This is an optimization exercise on Yosys and OpenROAD, whose aim is small area, not a production implementation. At most, simulation tests tie the RTL to the original design; equivalence was not proved.

Design fft_top, start of the top module:
module fft_top(
    input          sys_clk,
    input          sys_rst_n,
    input          Rx_0,
    output         Tx_0,
    output         Clk_0,
    output         CS,
    output [31:0]  ad_data0,
    output [31:0]  ad_data1,
    output [31:0]  ad_data2,
    output         en_Ain0,
    output         en_Ain1,
    input  [31:0]  P_target,
    output [31:0]  i_current,
    input  [31:0]  P_measure
);
Size in the first run: roughly 1400 cells after synthesis, roughly 200 I/O pins, roughly 15000 um2 of cells after synthesis.
Settings: LEC_CHECK=0, ABC_AREA=1, CAP_MARGIN=20, CORE_MARGIN=2, CORE_UTILIZATION=80, CTS_BUF_LIST=sky130_fd_sc_hd__clkbuf_8, CTS_CLUSTER_DIAMETER=60, CTS_CLUSTER_SIZE=16, SLEW_MARGIN=20; clock period 10.0 ns.
standard.sh (not shown) runs the stock make flow with config.mk's settings and CLKGATE_MAP_FILE= SYNTH_SCRIPT=/design/flow/synth_recipe.tcl, a recipe that flattens the netlist after the stock synthesis.
==> flow/flow/run.sh <==
#!/bin/bash
# Own layout flow: the standard flow, with two changes.
#  1. Port buffers are the smallest buffer cell (buffer_ports -buffer_cell).
#  2. After the standard synthesis, flow/faflip.py re-chooses the polarity
#     of the full-adder cells to drop inverters (registers untouched).
# Each tool's output goes to a log file of its own in this folder.
set -euo pipefail
export BUFFER_PORTS_ARGS="-buffer_cell sky130_fd_sc_hd__buf_1"
R=orfs/results/${FLOW_PLATFORM}/fft_top/base
bash standard.sh synth > synth.log 2>&1
cp $R/1_2_yosys.v 1_2_yosys.standard.v
python3 flow/faflip.py 1_2_yosys.standard.v $R/1_2_yosys.v > faflip.log 2>&1
bash standard.sh > layout.log 2>&1
Other scripts of this flow, unchanged in this note and not shown: flow/flow/faflip.py
Change:
- ABC_AREA: 1 -> default
- CORE_UTILIZATION: 80 -> 90
- The new run stopped in 4_1_cts
- synthesized area went down slightly
- synthesized cell count went down by a few percent
Change:
- CORE_UTILIZATION: 90 -> 80
The changed run went through all stages and came out clean.
Synthesized area is unchanged.
Synthesized cell count does not change.
No functional check of the RTL was part of any run of this note.

fft_top, a different RTL version from the one above (not shown whole).
Size: ~200 I/O pins, ~14000 um^2 of cells after synthesis.
==> flow/config.mk <==
export PLATFORM = sky130hd
export DESIGN_NAME = fft_top
export DESIGN_NICKNAME = fft_top
export VERILOG_FILES = /design/flow/design.v
export SDC_FILE = /design/flow/constraint.sdc
export NUM_CORES = 4
export LEC_CHECK = 0
export CAP_MARGIN = 5
export CORE_MARGIN = 2
export CORE_UTILIZATION = 80
export CTS_BUF_LIST = sky130_fd_sc_hd__clkbuf_8
export CTS_CLUSTER_DIAMETER = 60
export CTS_CLUSTER_SIZE = 16
export SLEW_MARGIN = 5
==> flow/constraint.sdc <==
create_clock -name core_clock -period 10.0 [get_ports {sys_clk}]
set_input_delay 2.0000 -clock core_clock [delete_from_list [all_inputs] [get_ports {sys_clk}]]
set_output_delay 2.0000 -clock core_clock [all_outputs]
set_load 0.01 [all_outputs]
==> flow/flow/run.sh <==
#!/bin/bash
# Own layout flow: the standard flow, with these changes.
#  1. Port buffers are the smallest buffer cell (buffer_ports -buffer_cell).
#  2. The synthesis's single tie-low cell is kept for all constant outputs
#     (no per-load tie cells).
#  3. After the standard synthesis, flow/faflip.py re-chooses the polarity
#     of the full-adder cells to drop inverters, and flow/invfold.py folds
#     single-load inverters into the NOR2/NAND2 they feed (registers are
#     left exactly as the standard synthesis made them).
# Each tool's output goes to a log file of its own in this folder.
set -euo pipefail
export BUFFER_PORTS_ARGS="-buffer_cell sky130_fd_sc_hd__buf_1"
export SKIP_REPAIR_TIE_FANOUT=1
R=orfs/results/${FLOW_PLATFORM}/fft_top/base
bash standard.sh synth > synth.log 2>&1
cp $R/1_2_yosys.v 1_2_yosys.standard.v
python3 flow/faflip.py 1_2_yosys.standard.v 1_2_yosys.faflip.v > faflip.log 2>&1
python3 flow/invfold.py 1_2_yosys.faflip.v $R/1_2_yosys.v > invfold.log 2>&1
bash standard.sh > layout.log 2>&1
Other scripts of this flow, unchanged in this note and not shown: flow/flow/faflip.py, flow/flow/invfold.py
Then changed:
--- a/flow/config.mk
+++ b/flow/config.mk
@@ -6,5 +6,5 @@
 export NUM_CORES = 4
 export LEC_CHECK = 0
-export CAP_MARGIN = 5
+export CAP_MARGIN = 20
 export CORE_MARGIN = 2
 export CORE_UTILIZATION = 80
@@ -12,3 +12,4 @@
 export CTS_CLUSTER_DIAMETER = 60
 export CTS_CLUSTER_SIZE = 16
-export SLEW_MARGIN = 5
+export GPL_ROUTABILITY_DRIVEN = 0
+export SLEW_MARGIN = 20
Result:
- clock skew decreases by 0.023 ns
- flip-flop and latch count does not change
- utilization barely changes
- die area does not change
- cell count barely changes
- cell area hardly moves
- area after synthesis is unchanged
- worst setup slack gets worse by 0.011 ns

-- separate check: timing with driven ports --
In the flow no input, the clock included, has a driving cell. The finished layouts below were timed again as built, in two steps.
Step 1 sets driving cells, clkbuf_16 on the clock port and buf_2 on the other inputs (assumed; they add their load-dependent delay and slew).
Step 2 also shifts input and output timing later by t, the mid clock arrival at the registers, as if the neighbouring blocks saw the same clock.
Slacks: ideal / step 1 / step 2; pairs: ideal / step 1.
run | shift t [ns] | setup slack, ns | worst setup path at the end | worst data-port slew with drivers (ns)
the first run of note 1 | 0.599 | 0.329 / 0.329 / 0.329 | register to register | 0.08
the third run of note 1 | 0.595 | 0.305 / 0.305 / 0.305 | register to register | 0.06
the first run of note 2 | 0.576 | 0.320 / 0.320 / 0.320 | register to register | 0.05
the second run of note 2 | 0.593 | 0.309 / 0.309 / 0.309 | register to register | 0.05
After both steps setup and hold are still met in every run listed.
